This design comes from an exercise in tuning for small area, a short achievable clock period and few clock cycles on the open sky130 flow, not from production work.
Only simulation tests tie the RTL to the original design; equivalence was not proved.

==> flow/design.v, too long to show whole: its modules and the start of the top module <==
// module qadd: 44 lines
// module mfa: 4 lines
// module mha: 4 lines
// module mbenc: 5 lines
// module mbpp: 3 lines
// module sqcs: 428 lines
// module mulcs: 1017 lines
// module xnew: 191 lines
// module ynew: 52 lines
// module escape: 144 lines
// module escape_time_mdbrot: 194 lines
module escape_time_mdbrot(input logic clk, input logic rst, input logic start,
                          input logic [12:0] max_iter, input logic [31:0] xmin, input logic [31:0] xmax, input logic [31:0] ymin, input logic [31:0] ymax, input logic [31:0] Xscale, input logic [31:0] Yscale,
                          output logic [7:0] vga_x, output logic [6:0] vga_y, output logic [2:0] vga_colour, output logic vga_plot,
                          output logic ready);
  // ...
==> flow/run.sh <==
#!/bin/bash
# synth_recipe.tcl (not shown) runs the flow's synth.tcl, then flattens the netlist and writes it again
# the make line also repeats each setting of config.mk as NAME=value (left out here)
make -C /OpenROAD-flow-scripts/flow DESIGN_CONFIG=/design/flow/config.mk WORK_HOME=/design/flow/orfs CLKGATE_MAP_FILE= SYNTH_SCRIPT=/design/flow/synth_recipe.tcl finish
==> flow/config.mk <==
export PLATFORM = sky130hd
export DESIGN_NAME = escape_time_mdbrot
export DESIGN_NICKNAME = escape_time_mdbrot
export VERILOG_FILES = /design/flow/design.v
export SDC_FILE = /design/flow/constraint.sdc
export NUM_CORES = 4
export LEC_CHECK = 0
export CAP_MARGIN = 20
export CORE_MARGIN = 2
export CORE_UTILIZATION = 40
export PLACE_DENSITY = 0.6
export SLEW_MARGIN = 20
export SYNTH_HIERARCHICAL = 1
==> flow/constraint.sdc <==
create_clock -name core_clock -period 20.0 [get_ports {clk}]
set_input_delay 4.0000 -clock core_clock [delete_from_list [all_inputs] [get_ports {clk}]]
set_output_delay 4.0000 -clock core_clock [all_outputs]
set_load 0.01 [all_outputs]
==> flow_metrics.tcl, run 1 <==
set metrics [dict create \
    outcome "finished clean" \
    synth_edf_count 116 \
    synth-compound-area-share_pct 12.8 \
    cts.repair.resized 0 \
    synth_seq_area_share_pct 23.4 \
    hold_viol_final 0 \
    drive_above_1_share_pct 11.5 \
    ys_types 99 \
    n_all_inverters 90 \
    drt_iter0_drc 1824 \
    placed_cells 6159 \
    clock_path_buffers 3 \
    drt-total-wl_um 130000 \
    hp-start "cy1[19]" \
    layout_commonest_cell "fa_1" \
    die_w_um 358 \
    area.growth.synth_to_final_pct 8.79 \
    fin_crit_sh_pct 32.5 \
    multi_input_comb_cells 3679 \
]
Testbench counts, summed over its fixed seeds: cycles 2,717,180.
==> module escape_time_mdbrot, before the edit <==
module escape_time_mdbrot(input logic clk, input logic rst, input logic start,
                          input logic [12:0] max_iter, input logic [31:0] xmin, input logic [31:0] xmax, input logic [31:0] ymin, input logic [31:0] ymax, input logic [31:0] Xscale, input logic [31:0] Yscale,
                          output logic [7:0] vga_x, output logic [6:0] vga_y, output logic [2:0] vga_colour, output logic vga_plot,
                          output logic ready);
localparam [1:0] S_IDLE = 2'd0;
localparam [1:0] S_INIT = 2'd1;
localparam [1:0] S_RUN  = 2'd2;
logic [1:0] state;
logic        xs_s, ys_s;           
logic [15:0] xs_m, ys_m;           
logic [12:0] mi_r;                 
logic        mi0, mi1, mi2;        
logic [24:0] gcx, gcy;             
logic [7:0]  gx;
logic [6:0]  gy;
logic        gdir;                 
logic        gval;                 
logic        v1, fin1, last1;
logic [21:0] x1, y1;
logic        sx1, sy1;
logic [20:0] ax1, ay1;
logic [12:0] rem1;                 
logic [24:0] cx1, cy1;
logic [7:0]  px1;
logic [6:0]  py1;
logic        v2, fin2, last2;
logic [22:0] xxa2, xxb2, yya2, yyb2;    
logic        xxc2, yyc2;
logic [23:0] xya2, xyb2;                
logic        xyc2;
logic [12:0] rem2;
logic [24:0] cx2, cy2;
logic [7:0]  px2;
logic [6:0]  py2;
function automatic logic big25(input logic [24:0] v);
     big25 = (v[24:21] != 4'b0000) && (v[24:21] != 4'b1111);
endfunction
logic [22:0] xxa, xxb, yya, yyb;
logic        xxc, yyc, xyc;
logic [23:0] xya, xyb;
sqcs  sq_x   (.a(ax1), .s(sx1), .ha(xxa), .hb(xxb), .c(xxc));
sqcs  sq_y   (.a(ay1), .s(sy1), .ha(yya), .hb(yyb), .c(yyc));
mulcs mul_xy (.x(x1), .y(y1), .ha(xya), .hb(xyb), .c(xyc));
always_ff @(posedge clk) begin
     xxa2  <= xxa;
     xxb2  <= xxb;
     xxc2  <= xxc;
     yya2  <= yya;
     yyb2  <= yyb;
     yyc2  <= yyc;
     xya2  <= xya;
     xyb2  <= xyb;
     xyc2  <= xyc;
     fin2  <= fin1;
     last2 <= last1;
     rem2  <= rem1;
     cx2   <= cx1;
     cy2   <= cy1;
     px2   <= px1;
     py2   <= py1;
end
logic        esc, stop, take;
logic [24:0] xn, yn;
escape esc_t (.xa(xxa2), .xb(xxb2), .xc(xxc2), .ya(yya2), .yb(yyb2), .yc(yyc2), .esc(esc));
xnew   xn_a  (.xa(xxa2), .xb(xxb2), .xc(xxc2), .ya(yya2), .yb(yyb2), .yc(yyc2), .cx(cx2), .q(xn));
ynew   yn_a  (.cy(cy2), .pa(xya2), .pb(xyb2), .pc(xyc2), .q(yn));
assign stop = v2 & (fin2 | esc | last2);
assign take = gval & (state == S_RUN) & (~v2 | stop);
logic [2:0] col;
assign col = mi_r[2:0] + 3'd1 - rem2[2:0];
always_ff @(posedge clk) begin
     if (take) begin
          x1    <= gcx[21:0];
          y1    <= gcy[21:0];
          sx1   <= gcx[21];
          sy1   <= gcy[21];
          ax1   <= gcx[20:0] ^ {21{gcx[21]}};
          ay1   <= gcy[20:0] ^ {21{gcy[21]}};
          cx1   <= gcx;
          cy1   <= gcy;
          px1   <= gx;
          py1   <= gy;
          rem1  <= mi0 ? 13'd0 : mi_r;
          fin1  <= mi0 | mi1 | big25(gcx) | big25(gcy);
          last1 <= mi2;
     end else begin
          x1    <= xn[21:0];
          y1    <= yn[21:0];
          sx1   <= xn[21];
          sy1   <= yn[21];
          ax1   <= xn[20:0] ^ {21{xn[21]}};
          ay1   <= yn[20:0] ^ {21{yn[21]}};
          cx1   <= cx2;
          cy1   <= cy2;
          px1   <= px2;
          py1   <= py2;
          rem1  <= rem2 - 13'd1;
          fin1  <= big25(xn) | big25(yn);
          last1 <= (rem2 == 13'd2);
     end
     vga_x      <= px2;
     vga_y      <= py2;
     vga_colour <= ((~fin2 & ~esc) | rem2 == 13'd0) ? 3'd0 : col;
end
always_ff @(posedge clk) begin
     if (!rst) begin
          v1       <= 1'b0;
          v2       <= 1'b0;
          vga_plot <= 1'b0;
     end else begin
          v1       <= take | (v2 & ~stop);
          v2       <= v1;
          vga_plot <= stop;
     end
end
logic        gwrap;
logic [24:0] gcx_a, gcy_a;
logic [23:0] gcx_b, gcy_b;
logic        gcx_s, gcy_s;
assign gwrap = gdir ? (gy == 7'd0) : (gy == 7'd119);
assign gcx_a = (state == S_INIT) ? 25'd0 : gcx;
assign gcx_b = (state == S_INIT) ? gcx[23:0] : {8'd0, xs_m};
assign gcx_s = (state == S_INIT) ? gcx[24] : xs_s;
assign gcy_a = (state == S_INIT) ? 25'd0 : gcy;
assign gcy_b = (state == S_INIT) ? gcy[23:0] : {8'd0, ys_m};
assign gcy_s = (state == S_INIT) ? gcy[24] : (ys_s ^ gdir);
logic [24:0] gcx_sum, gcy_sum;
assign gcx_sum = gcx_a + {gcx_s, gcx_b ^ {24{gcx_s}}} + 25'(gcx_s);
assign gcy_sum = gcy_a + {gcy_s, gcy_b ^ {24{gcy_s}}} + 25'(gcy_s);
always_ff @(posedge clk) begin
     if (!rst) begin
          state <= S_IDLE;
          ready <= 1'b1;
          gval  <= 1'b0;
     end else begin
          case (state)
               S_IDLE: begin
                    gval <= 1'b0;
                    if (start) begin
                         state <= S_INIT;
                         ready <= 1'b0;
                    end
               end
               S_INIT: begin
                    gval  <= 1'b1;
                    state <= S_RUN;
               end
               default: begin
                    if (take && gwrap && gx == 8'd159) gval <= 1'b0;
                    if (!gval && !v1 && !v2) begin
                         state <= S_IDLE;
                         ready <= 1'b1;
                    end
               end
          endcase
     end
end
always_ff @(posedge clk) begin
     case (state)
          S_IDLE: begin
               xs_s <= Xscale[31];
               xs_m <= Xscale[15:0];
               ys_s <= Yscale[31];
               ys_m <= Yscale[15:0];
               mi_r <= max_iter;
               gcx  <= {xmin[31], 1'b0, xmin[22:0]};
               gcy  <= {ymin[31], 1'b0, ymin[22:0]};
               gx   <= 8'd0;
               gy   <= 7'd0;
               gdir <= 1'b0;
          end
          S_INIT: begin
               mi0  <= (mi_r == 13'd0);
               mi1  <= (mi_r == 13'd1);
               mi2  <= (mi_r == 13'd2);
               mi_r <= mi_r - 13'd1;
               gcx  <= gcx_sum;
               gcy  <= gcy_sum;
          end
          default: begin
               if (take) begin
                    if (gwrap) begin
                         gx   <= gx + 8'd1;
                         gdir <= ~gdir;
                         gcx  <= gcx_sum;
                    end else begin
                         gy   <= gdir ? gy - 7'd1 : gy + 7'd1;
                         gcy  <= gcy_sum;
                    end
               end
          end
     endcase
end
endmodule
==> run 2: changes to the inputs <==
--- a/flow/design.v
+++ b/flow/design.v
@@ -482,18 +482,17 @@
 mha u_sq_210(.a((a[19] & a[20])), .b(a[20]), .s(sq_s209), .co(sq_c209));
 wire [19:0] lo_a = {sq_s188, sq_s187, sq_s186, sq_s185, sq_s184, sq_s183, sq_s182, sq_s181, sq_s180, sq_s179, sq_s178, sq_s177, sq_s176, sq_s175, sq_s174, sq_s173, sq_s172, sq_s171, (a[0] & s), a[0]};
 wire [19:0] lo_b = {sq_c187, sq_c186, sq_c185, sq_c184, sq_c183, sq_c182, sq_c181, sq_c180, sq_c179, sq_c178, sq_c177, sq_c176, sq_c175, sq_c174, sq_c173, sq_c172, sq_c171, (a[1] & s), 1'b0, s};
 wire [20:0] lo = {1'b0, lo_a} + {1'b0, lo_b};
 assign c = lo[20];
 assign ha = {1'b0, sq_c209, sq_s209, sq_s208, sq_s207, sq_s206, sq_s205, sq_s204, sq_s203, sq_s202, sq_s201, sq_s200, sq_s199, sq_s198, sq_s197, sq_s196, sq_s195, sq_s194, sq_s193, sq_s192, sq_s191, sq_s190, sq_s189};
 assign hb = {1'b0, 1'b0, sq_c208, sq_c207, sq_c206, sq_c205, sq_c204, sq_c203, sq_c202, sq_c201, sq_c200, sq_c199, sq_c198, sq_c197, sq_c196, sq_c195, sq_c194, sq_c193, sq_c192, sq_c191, sq_c190, sq_c189, sq_c188};
 endmodule
-module mulcs(input [21:0] x, input [21:0] y, output [23:0] ha, output [23:0] hb, output c);
-wire neg = x[21] ^ y[21];
+module mulcs(input [21:0] x, input [21:0] y, input neg, output [23:0] ha, output [23:0] hb, output c);
 wire bo0, bt0, bn0;
 mbenc u_benc0(.y1(y[1]), .y0(y[0]), .ym(1'b0), .one(bo0), .two(bt0), .neg(bn0));
 wire bp0_0;
 mbpp u_bpp0_0(.one(bo0), .two(bt0), .neg(bn0), .a(x[0]), .b(1'b0), .p(bp0_0));
 wire bp0_1;
 mbpp u_bpp0_1(.one(bo0), .two(bt0), .neg(bn0), .a(x[1]), .b(x[0]), .p(bp0_1));
 wire bp0_2;
 mbpp u_bpp0_2(.one(bo0), .two(bt0), .neg(bn0), .a(x[2]), .b(x[1]), .p(bp0_2));
@@ -1903,128 +1902,132 @@
 logic [15:0] xs_m, ys_m;           
 logic [12:0] mi_r;                 
 logic        mi0, mi1, mi2;        
 logic [24:0] gcx, gcy;             
 logic [7:0]  gx;
 logic [6:0]  gy;
 logic        gdir;                 
 logic        gval;                 
-logic        v1, fin1, last1;
+logic        v1, fresh1, fin1, last1, neg1;
 logic [21:0] x1, y1;
-logic        sx1, sy1;
-logic [20:0] ax1, ay1;
 logic [12:0] rem1;                 
 logic [24:0] cx1, cy1;
 logic [7:0]  px1;
 logic [6:0]  py1;
 logic        v2, fin2, last2;
 logic [22:0] xxa2, xxb2, yya2, yyb2;    
 logic        xxc2, yyc2;
 logic [23:0] xya2, xyb2;                
 logic        xyc2;
 logic [12:0] rem2;
 logic [24:0] cx2, cy2;
 logic [7:0]  px2;
 logic [6:0]  py2;
 function automatic logic big25(input logic [24:0] v);
      big25 = (v[24:21] != 4'b0000) && (v[24:21] != 4'b1111);
 endfunction
+logic        gwrap, glast;
+logic [24:0] gcx_a, gcy_a;
+logic [23:0] gcx_b, gcy_b;
+logic        gcx_s, gcy_s;
+logic [24:0] gcx_sum, gcy_sum, gcx_nx, gcy_nx;
+assign gwrap = gdir ? (gy == 7'd0) : (gy == 7'd119);
+assign glast = gwrap & (gx == 8'd159);
+assign gcx_a = (state == S_INIT) ? 25'd0 : gcx;
+assign gcx_b = (state == S_INIT) ? gcx[23:0] : {8'd0, xs_m};
+assign gcx_s = (state == S_INIT) ? gcx[24] : xs_s;
+assign gcy_a = (state == S_INIT) ? 25'd0 : gcy;
+assign gcy_b = (state == S_INIT) ? gcy[23:0] : {8'd0, ys_m};
+assign gcy_s = (state == S_INIT) ? gcy[24] : (ys_s ^ gdir);
+assign gcx_sum = gcx_a + {gcx_s, gcx_b ^ {24{gcx_s}}} + 25'(gcx_s);
+assign gcy_sum = gcy_a + {gcy_s, gcy_b ^ {24{gcy_s}}} + 25'(gcy_s);
+assign gcx_nx = gwrap ? gcx_sum : gcx;
+assign gcy_nx = gwrap ? gcy : gcy_sum;
+logic [20:0] ax1, ay1;
+assign ax1 = x1[20:0] ^ {21{x1[21]}};
+assign ay1 = y1[20:0] ^ {21{y1[21]}};
 logic [22:0] xxa, xxb, yya, yyb;
 logic        xxc, yyc, xyc;
 logic [23:0] xya, xyb;
-sqcs  sq_x   (.a(ax1), .s(sx1), .ha(xxa), .hb(xxb), .c(xxc));
-sqcs  sq_y   (.a(ay1), .s(sy1), .ha(yya), .hb(yyb), .c(yyc));
-mulcs mul_xy (.x(x1), .y(y1), .ha(xya), .hb(xyb), .c(xyc));
+sqcs  sq_x   (.a(ax1), .s(x1[21]), .ha(xxa), .hb(xxb), .c(xxc));
+sqcs  sq_y   (.a(ay1), .s(y1[21]), .ha(yya), .hb(yyb), .c(yyc));
+mulcs mul_xy (.x(x1), .y(y1), .neg(neg1), .ha(xya), .hb(xyb), .c(xyc));
 always_ff @(posedge clk) begin
      xxa2  <= xxa;
      xxb2  <= xxb;
      xxc2  <= xxc;
      yya2  <= yya;
      yyb2  <= yyb;
      yyc2  <= yyc;
      xya2  <= xya;
      xyb2  <= xyb;
      xyc2  <= xyc;
-     fin2  <= fin1;
-     last2 <= last1;
-     rem2  <= rem1;
-     cx2   <= cx1;
-     cy2   <= cy1;
-     px2   <= px1;
-     py2   <= py1;
+     if (fresh1) begin
+          fin2  <= mi0 | mi1 | big25(gcx) | big25(gcy);
+          last2 <= mi2;
+          rem2  <= mi0 ? 13'd0 : mi_r;
+          cx2   <= gcx;
+          cy2   <= gcy;
+          px2   <= gx;
+          py2   <= gy;
+     end else begin
+          fin2  <= fin1;
+          last2 <= last1;
+          rem2  <= rem1;
+          cx2   <= cx1;
+          cy2   <= cy1;
+          px2   <= px1;
+          py2   <= py1;
+     end
 end
-logic        esc, stop, take;
+logic        esc, stop, avail, take;
 logic [24:0] xn, yn;
 escape esc_t (.xa(xxa2), .xb(xxb2), .xc(xxc2), .ya(yya2), .yb(yyb2), .yc(yyc2), .esc(esc));
 xnew   xn_a  (.xa(xxa2), .xb(xxb2), .xc(xxc2), .ya(yya2), .yb(yyb2), .yc(yyc2), .cx(cx2), .q(xn));
 ynew   yn_a  (.cy(cy2), .pa(xya2), .pb(xyb2), .pc(xyc2), .q(yn));
 assign stop = v2 & (fin2 | esc | last2);
-assign take = gval & (state == S_RUN) & (~v2 | stop);
+assign avail = (state == S_RUN) & gval & ~(fresh1 & glast);
+assign take = avail & (~v2 | stop);
 logic [2:0] col;
 assign col = mi_r[2:0] + 3'd1 - rem2[2:0];
 always_ff @(posedge clk) begin
      if (take) begin
-          x1    <= gcx[21:0];
-          y1    <= gcy[21:0];
-          sx1   <= gcx[21];
-          sy1   <= gcy[21];
-          ax1   <= gcx[20:0] ^ {21{gcx[21]}};
-          ay1   <= gcy[20:0] ^ {21{gcy[21]}};
-          cx1   <= gcx;
-          cy1   <= gcy;
-          px1   <= gx;
-          py1   <= gy;
-          rem1  <= mi0 ? 13'd0 : mi_r;
-          fin1  <= mi0 | mi1 | big25(gcx) | big25(gcy);
-          last1 <= mi2;
+          x1   <= fresh1 ? gcx_nx[21:0] : gcx[21:0];
+          y1   <= fresh1 ? gcy_nx[21:0] : gcy[21:0];
+          neg1 <= fresh1 ? (gcx_nx[21] ^ gcy_nx[21]) : (gcx[21] ^ gcy[21]);
      end else begin
-          x1    <= xn[21:0];
-          y1    <= yn[21:0];
-          sx1   <= xn[21];
-          sy1   <= yn[21];
-          ax1   <= xn[20:0] ^ {21{xn[21]}};
-          ay1   <= yn[20:0] ^ {21{yn[21]}};
-          cx1   <= cx2;
-          cy1   <= cy2;
-          px1   <= px2;
-          py1   <= py2;
-          rem1  <= rem2 - 13'd1;
-          fin1  <= big25(xn) | big25(yn);
-          last1 <= (rem2 == 13'd2);
+          x1   <= xn[21:0];
+          y1   <= yn[21:0];
+          neg1 <= xn[21] ^ yn[21];
      end
+     rem1       <= rem2 - 13'd1;
+     fin1       <= big25(xn) | big25(yn);
+     last1      <= (rem2 == 13'd2);
+     cx1        <= cx2;
+     cy1        <= cy2;
+     px1        <= px2;
+     py1        <= py2;
      vga_x      <= px2;
      vga_y      <= py2;
      vga_colour <= ((~fin2 & ~esc) | rem2 == 13'd0) ? 3'd0 : col;
 end
 always_ff @(posedge clk) begin
      if (!rst) begin
           v1       <= 1'b0;
           v2       <= 1'b0;
+          fresh1   <= 1'b0;
           vga_plot <= 1'b0;
      end else begin
           v1       <= take | (v2 & ~stop);
           v2       <= v1;
+          fresh1   <= take;
           vga_plot <= stop;
      end
 end
-logic        gwrap;
-logic [24:0] gcx_a, gcy_a;
-logic [23:0] gcx_b, gcy_b;
-logic        gcx_s, gcy_s;
-assign gwrap = gdir ? (gy == 7'd0) : (gy == 7'd119);
-assign gcx_a = (state == S_INIT) ? 25'd0 : gcx;
-assign gcx_b = (state == S_INIT) ? gcx[23:0] : {8'd0, xs_m};
-assign gcx_s = (state == S_INIT) ? gcx[24] : xs_s;
-assign gcy_a = (state == S_INIT) ? 25'd0 : gcy;
-assign gcy_b = (state == S_INIT) ? gcy[23:0] : {8'd0, ys_m};
-assign gcy_s = (state == S_INIT) ? gcy[24] : (ys_s ^ gdir);
-logic [24:0] gcx_sum, gcy_sum;
-assign gcx_sum = gcx_a + {gcx_s, gcx_b ^ {24{gcx_s}}} + 25'(gcx_s);
-assign gcy_sum = gcy_a + {gcy_s, gcy_b ^ {24{gcy_s}}} + 25'(gcy_s);
 always_ff @(posedge clk) begin
      if (!rst) begin
           state <= S_IDLE;
           ready <= 1'b1;
           gval  <= 1'b0;
      end else begin
           case (state)
                S_IDLE: begin
@@ -2034,17 +2037,17 @@
                          ready <= 1'b0;
                     end
                end
                S_INIT: begin
                     gval  <= 1'b1;
                     state <= S_RUN;
                end
                default: begin
-                    if (take && gwrap && gx == 8'd159) gval <= 1'b0;
+                    if (fresh1 && glast) gval <= 1'b0;
                     if (!gval && !v1 && !v2) begin
                          state <= S_IDLE;
                          ready <= 1'b1;
                     end
                end
           endcase
      end
 end
@@ -2066,22 +2069,22 @@
                mi0  <= (mi_r == 13'd0);
                mi1  <= (mi_r == 13'd1);
                mi2  <= (mi_r == 13'd2);
                mi_r <= mi_r - 13'd1;
                gcx  <= gcx_sum;
                gcy  <= gcy_sum;
           end
           default: begin
-               if (take) begin
+               if (fresh1) begin
+                    gcx <= gcx_nx;
+                    gcy <= gcy_nx;
                     if (gwrap) begin
                          gx   <= gx + 8'd1;
                          gdir <= ~gdir;
-                         gcx  <= gcx_sum;
                     end else begin
                          gy   <= gdir ? gy - 7'd1 : gy + 7'd1;
-                         gcy  <= gcy_sum;
                     end
                end
           end
      endcase
 end
 endmodule
==> run 2 against run 1 <==
  * Still clean on timing, DRC and antenna
  * Hold slack improved by 0.011 ns
  * Clock-buffer cell count fell by 7
  * Register-to-register slack improved by 0.31 ns
  * First-iteration DRC count rose by 17%
  * Largest cell class unchanged
==> flow_metrics.tcl, run 2 <==
set metrics [dict create \
    fmax_mhz 161 \
    synth_top_family_by_area "adder cells" \
    fp.coreArea_um2 123000 \
    avgViaCountPerCell 5.39 \
    dp_hpwl_um 94100 \
    rows 129 \
    track_usage_pct 21.0 \
    grt_max_degree 79 \
    die_w_um 356 \
    synth.mux.area_fraction_pct 2.83 \
    grt_pass1_vias 35200 \
    layout_commonest_cell "fa_1" \
    htree_levels 2 \
    drt_iter0_drc 2129 \
    synth_edf_count 116 \
    hold_path.class "flip-flop to flip-flop" \
    drive_above_1_share_pct 13.2 \
    outcome "finished clean" \
    cts_tree "built" \
    maxCapViolations 0 \
    root_buffer "clkbuf_16" \
    drv_slew 0 \
    path_max_fanout 40 \
    finalNetCount 5717 \
    ys_types 98 \
    end_kind "flip-flop" \
    clock_path_buffers 3 \
    path_class "flip-flop to flip-flop" \
    min_period_ns 6.19 \
    pin_count 228 \
    ys_ff_latch 475 \
    synth_area_leader_cell "fa_1" \
    drt.antenna.violating_nets 0 \
    syn_inst 4502 \
    ys_warn_count 7 \
    area.growth.synth_to_final_pct 8.53 \
    synth-xor-area-share_pct 8.49 \
    max_slew.worst_pin.slew_ns 1.18 \
    drt-total-wl_um 132000 \
    place.gp.congestion 0.847 \
    vias 33200 \
    path_clk_slew_ns 0.07 \
    cp_slowest_cell "dfxtp_4" \
    dieHeight_um 356 \
    finClkSkew_ns 0.0289 \
    slew_headroom_pct 21.1 \
    start_util_pct 40.2 \
    synth_ff_type "dfxtp_1" \
    dieArea_um2 127000 \
    synth_common_cells "fa_1, and2_1, dfxtp_1" \
    yosysMostFrequentCell "fa_1" \
    cts.repair.resized 0 \
    hold_viol_final 0 \
    postCtsHoldBufs 0 \
    cp_cell_sequence "buf_4 -> xor2_1 -> buf_4 -> and2_1 -> fa_1 -> fa_1 -> fa_1 -> fa_1 -> fa_1 -> ha_1 -> nand4_1 -> nor4_1 -> o21ai_1 -> o211ai_1" \
    worstPathRequired_ns 20.43 \
    fin_area_um2 53900 \
    ys_top_cells_by_area "fa_1, dfxtp_1, ha_1" \
    avgSynthCellArea_um2 11.0 \
    dr.pass1.iters 5 \
    synth_top_area_share_pct 28.0 \
    start_kind "flip-flop" \
    wl_per_cell_um 21.5 \
    totalNegativeSetupSlack_ns 0 \
    fin_crit_sh_pct 31.0 \
    port_buffers 117 \
    synth_seq_area_share_pct 21.5 \
    synth_simple_gate_area_share_pct 12.2 \
    setup_viol 0 \
    ys_async_sr_fraction_pct 0 \
    synth_fa_ha_area_share_pct 36.7 \
    drc 0 \
    synth_area_um2 49600 \
    worstPathArrival_ns 6.63 \
    final_cell_mix "fa_1, and2_1, xnor2_1, dfxtp_1, ha_1" \
    placement.cell_area_um2 52100 \
    grt_pass1_wl_um 208000 \
    overflow 0 \
    cts_buffers 52 \
    grt_setup_unrepaired "false" \
    antenna_found_initial 1 \
    worstSkewPairLatency_ns 0.62 \
    synth-compound-area-share_pct 13.7 \
    cp_common_cell "fa_1" \
    clock_sinks 475 \
    post_cts_buffers 0 \
    cp_slowest_stage_delay_ns 0.72 \
]
run 2: cell count changes after synthesis, moves of 21 or more:
cell and delta:
xnor2_1 -39, nand2_1 -206, and2_1 +42, mux2_2 +66, dfxtp_1 -55, mux2i_1 +29
inv_1 +21, a31oi_1 +29, a211oi_1 +27
run 2: per-layer routing:
metal | part of all wire [%] | GRT usage [%] | vias to the layer above
met2 | 45 | 33.4 | 901
met1 | 47 | 30.1 | 16900
met3 | 6.0 | 3.24 | 159
met4 | 2.0 | 4.69 | 2
li1 | - | - | 15200
met5 | 0.0099 | 0 | -
run 2: modules after synthesis, one instance, submodules excluded, a selection:
module	times used	cells inside	cell area, um2	flip-flops and latches
sqcs	2	366	2330	0
xnew	1	230	1470	0
ynew	1	169	1230	0
escape	1	75	613	0
mbenc	11	5	38.8	0
mbpp	253	2	21.3	0
mfa	688	1	20.0	0
run 2: final cells by class:
class / count / area, um2
multi-input combinational: 3608 / 37000
clock inverter: 17 / 196
fill: 11700 / 69600
antenna: 1 / 2.50
clock buffer: 76 / 1520
sequential: 475 / 10700
inverter: 111 / 417
tap: 1637 / 2050
timing repair buffer: 223 / 1970
run 2: cell families (layout without fill, tap and decap cells):
family / after synthesis / in the layout
adder cells (fa/ha/maj): 1038 / 1038
AO/OA/AOI/OAI: 820 / 820
buffers and inverters: 448 / 427
flip-flops: 475 / 475
other: 5 / 35
AND/OR/NAND/NOR: 1104 / 1104
multiplexers: 132 / 132
XOR/XNOR: 480 / 480
run 2: per-stage QoR:
step	utilization, %	worst slack [ns]	std cells	hold WS, ns
6_report	43.6	13.81	6148	0.326
5_1_grt	43.6	13.44	6147	0.332
4_1_cts	43.6	13.73	6147	0.326
3_5_place_dp	42.2	13.82	6054	0.312
3_3_place_gp	42.2	13.82	6054	0.310
2_1_floorplan	-	14.01	4531	0.310
run 2: critical path: cells and delay by family (launching register included):
family	cells	cell delay (ns)
DFF	1	0.72
adders and majority gates	6	2.90
and+or+nand+nor	3	0.73
buffers and inverters	2	0.92
xor gates and xnor gates	1	0.20
AOI/OAI and AO/OA	2	0.46
run 2: final timing paths:
check / from / endpoint / slack (ns) / depth (start not counted)
worst max register to register: y1[21] / yyc2 / 13.81 / 14
worst max-delay path: y1[21] / yyc2 / 13.81 / 14
worst min-delay path: py2[1] / py1[1] / 0.33 / 0
worst min register to register: py2[1] / py1[1] / 0.33 / 0
Testbench counts of run 2, summed over its fixed seeds: cycles 2,717,180.
==> run 3: changes to the inputs <==
--- a/flow/design.v
+++ b/flow/design.v
@@ -1911,2 +1911,3 @@
 logic [21:0] x1, y1;
+logic [21:0] xs1, ys1;             
 logic [12:0] rem1;                 
@@ -1915,3 +1916,4 @@
 logic [6:0]  py1;
-logic        v2, fin2, last2;
+logic        v2, fin2, last2, per2;
+logic [21:0] xs2, ys2;
 logic [22:0] xxa2, xxb2, yya2, yyb2;    
@@ -1953,3 +1955,9 @@
 mulcs mul_xy (.x(x1), .y(y1), .neg(neg1), .ha(xya), .hb(xyb), .c(xyc));
+logic match, save;
+assign match = ~fresh1 & (x1 == xs1) & (y1 == ys1);
+assign save = fresh1 | (rem1[1:0] == 2'd0);
 always_ff @(posedge clk) begin
+     per2  <= match;
+     xs2   <= save ? x1 : xs1;
+     ys2   <= save ? y1 : ys1;
      xxa2  <= xxa;
@@ -1986,3 +1994,3 @@
 ynew   yn_a  (.cy(cy2), .pa(xya2), .pb(xyb2), .pc(xyc2), .q(yn));
-assign stop = v2 & (fin2 | esc | last2);
+assign stop = v2 & (fin2 | esc | last2 | per2);
 assign avail = (state == S_RUN) & gval & ~(fresh1 & glast);
@@ -2004,2 +2012,4 @@
      last1      <= (rem2 == 13'd2);
+     xs1        <= xs2;
+     ys1        <= ys2;
      cx1        <= cx2;
==> run 3 against run 2 <==
  * Still clean on timing, DRC and antenna
  * First-iteration DRC count is 18% higher
  * Critical endpoint is now y1[21]
  * Via count is 5.8% higher
  * Clock skew is 0.015 ns higher
  * Sequential share of layout area is 2.0 points higher
  * Highest routed layer unchanged
==> flow_metrics.tcl, run 3 <==
set metrics [dict create \
    outcome "finished clean" \
    worstSkewPairLatency_ns 0.67 \
    ys_ff_latch 564 \
    path_clk_slew_ns 0.06 \
    fill_cells 12000 \
    die_w_um 366 \
    final_cell_mix "fa_1, and2_1, dfxtp_1, xnor2_1, ha_1" \
    worstPathArrival_ns 6.76 \
    path_class "flip-flop to flip-flop" \
    synth_top_area_share_pct 26.6 \
    htree_levels 2 \
    wl_per_cell_um 21.8 \
    cts.repair.resized 0 \
    drt.antenna.violating_nets 0 \
    avgSynthCellArea_um2 11.1 \
    root_buffer "clkbuf_16" \
    rows 132 \
    start_util_pct 40.4 \
    layout_commonest_cell "fa_1" \
    finalNetCount 5948 \
    antenna_found_initial 2 \
    syn_inst 4722 \
    ys_top_cells_by_area "fa_1, dfxtp_1, ha_1" \
    fin_crit_sh_pct 31.0 \
    dieArea_um2 134000 \
    end_kind "flip-flop" \
    ys_async_sr_fraction_pct 0 \
    fmax_mhz 161 \
    min_period_ns 6.20 \
    overflow 0 \
    setup_viol 0 \
    max_slew.worst_pin.slew_ns 1.06 \
    finClkSkew_ns 0.0441 \
    synth_seq_area_share_pct 23.8 \
    maxCapViolations 0 \
    drc 0 \
    synth_ff_type "dfxtp_1" \
    hold_path.class "flip-flop to flip-flop" \
    cts_buffers 59 \
    synth_area_um2 52400 \
    drt-total-wl_um 141000 \
    synth_edf_count 116 \
    fp.coreArea_um2 130000 \
    clock_sinks 564 \
    hold_viol_final 0 \
    dieHeight_um 366 \
    dp_hpwl_um 99500 \
    avgViaCountPerCell 5.40 \
    reg2reg_slack_ns 13.80 \
    ys_warn_count 7 \
    worstPathRequired_ns 20.56 \
    drive_above_1_share_pct 14.3 \
    grt_pass1_wl_um 224000 \
    start_kind "flip-flop" \
    synth_area_leader_cell "fa_1" \
    place.gp.congestion 0.859 \
    port_buffers 117 \
    yosysMostFrequentCell "fa_1" \
    drt_iter0_drc 2522 \
    grt_pass1_vias 37300 \
    pin_count 228 \
    slew_headroom_pct 29.1 \
    ys_types 102 \
    clock_path_buffers 3 \
    path_max_fanout 71 \
    drv_slew 0 \
    grt_setup_unrepaired "false" \
    synth_common_cells "fa_1, and2_1, dfxtp_1" \
    grt_max_degree 72 \
    totalNegativeSetupSlack_ns 0 \
    dr.pass1.iters 7 \
    cts_tree "built" \
    track_usage_pct 21.2 \
    post_cts_buffers 0 \
    vias 35100 \
    area.growth.synth_to_final_pct 9.18 \
    postCtsHoldBufs 0 \
]
[run 3: cell count changes after synthesis, sizes merged, moves of 15 or more]
cell	previous run	this run
dfxtp	359	448
a21oi	169	187
nor2	97	134
mux2	67	110
mux2i	65	44
xor2	132	170
o21ai	140	99
a31oi	45	60
[run 3: cells by family after synthesis]
| kind of cell | count (synthesis) | synth area share [%] |
|---|---|---|
| buf+inv | 454 | 4.38 |
| flops | 564 | 23.8 |
| other cells | 5 | 0.0359 |
| xor+xnor | 517 | 8.66 |
| fa+ha+maj | 1038 | 34.8 |
| mux | 154 | 3.21 |
| simple gates | 1174 | 12.2 |
| compound gates | 816 | 13.0 |
[run 3: Yosys stat by module, one instance, submodules excluded, a selection]
module | cell area (um2) | copies in the design | flops+latches | cells
escape | 613 | 1 | 0 | 75
escape_time_mdbrot | 22000 | 1 | 564 | 1998
mbenc | 38.8 | 11 | 0 | 5
mbpp | 21.3 | 253 | 0 | 2
mfa | 20.0 | 688 | 0 | 1
mha | 12.5 | 160 | 0 | 1
mulcs | 816 | 1 | 0 | 109
ynew | 1230 | 1 | 0 | 169
[run 3: final cells by class]
cell class	count	area, um2	area share [%]
clock buffer	84	1850	3.24
clock inverter	28	263	0.460
multi-input combinational	3733	37900	66.4
timing repair buffer	233	2040	3.57
antenna	1	2.50	0.00438
tap	1742	2180	3.81
sequential	564	12500	21.8
inverter	111	417	0.729
[run 3: stage by stage]
stage | worst slack (ns) | utilization (%) | instances | area (um2) | hold WS, ns
after floorplan | 13.96 | - | 4751 | 52500 | 0.310
after global placement | 13.82 | 42.5 | 6383 | 55000 | 0.310
after detailed placement | 13.78 | 42.5 | 6383 | 55000 | 0.312
after CTS | 13.75 | 44.1 | 6495 | 57100 | 0.325
after global routing | 13.35 | 44.1 | 6495 | 57200 | 0.324
final | 13.80 | 44.1 | 6496 | 57200 | 0.323
[run 3: final timing paths]
check / start / endpoint / cells past startpoint
worst max-delay path: state[1] / y1[21] / 15
worst min-delay path: py2[2] / py1[2] / 0
worst max register to register: state[1] / y1[21] / 15
worst min register to register: py2[2] / py1[2] / 0
[run 3: routing by layer]
| metal | share of wire [%] | track usage (%) | up-vias |
|---|---|---|---|
| met3 | 5.5 | 2.72 | 213 |
| met4 | 2.3 | 5.17 | 2 |
| li1 | - | - | 15900 |
| met1 | 47 | 30.5 | 17900 |
| met2 | 45 | 33.6 | 1037 |
| met5 | 0.0092 | 0 | - |
[run 3: critical path, cell delays in order (launching register included)]
cell and delay (ns):
dfxtp_2 0.84, nand2b_4 0.60, buf_4 0.69, and2_1 0.44, o21bai_2 0.50, xor2_1 0.16
ha_1 0.37, a21o_1 0.21, a221o_1 0.38, a221oi_1 0.47, o21ai_1 0.15, a211oi_1 0.26
o21bai_1 0.12, xor2_1 0.47, nand2_1 0.11, a31oi_1 0.26
Testbench counts of run 3, summed over its fixed seeds: cycles 2,352,101.

==> what the ideal ports hide <==
Ports are ideal in the flow. The routed layouts listed here were re-timed in OpenROAD.
Step 1 (the two cells are an assumption about what drives the block):
set clk [get_ports {clk}]
set_driving_cell -lib_cell sky130_fd_sc_hd__clkbuf_16 $clk
set_driving_cell -lib_cell sky130_fd_sc_hd__buf_2 [delete_from_list [all_inputs] $clk]
Step 2 moves the port delays by t, midway between the first and last clock arrival at a register: inputs arrive t later, outputs are due t later. That takes back most of the time a late clock gives input paths.
a / b / c = ideal ports / drivers / drivers and shift; a / b = the first two.
run | t (ns) | slack for setup (ns) | latest minus earliest clock arrival (ns) | worst data-port slew with drivers (ns)
run 1 | 0.728 | 13.495 / 13.495 / 13.495 | 0.048 / 0.047 | 0.11
run 2 | 0.673 | 13.806 / 13.806 / 13.806 | 0.030 / 0.030 | 0.10
run 3 | 0.717 | 13.796 / 13.796 / 13.796 | 0.049 / 0.048 | 0.09
After both steps every run listed still meets setup and hold.
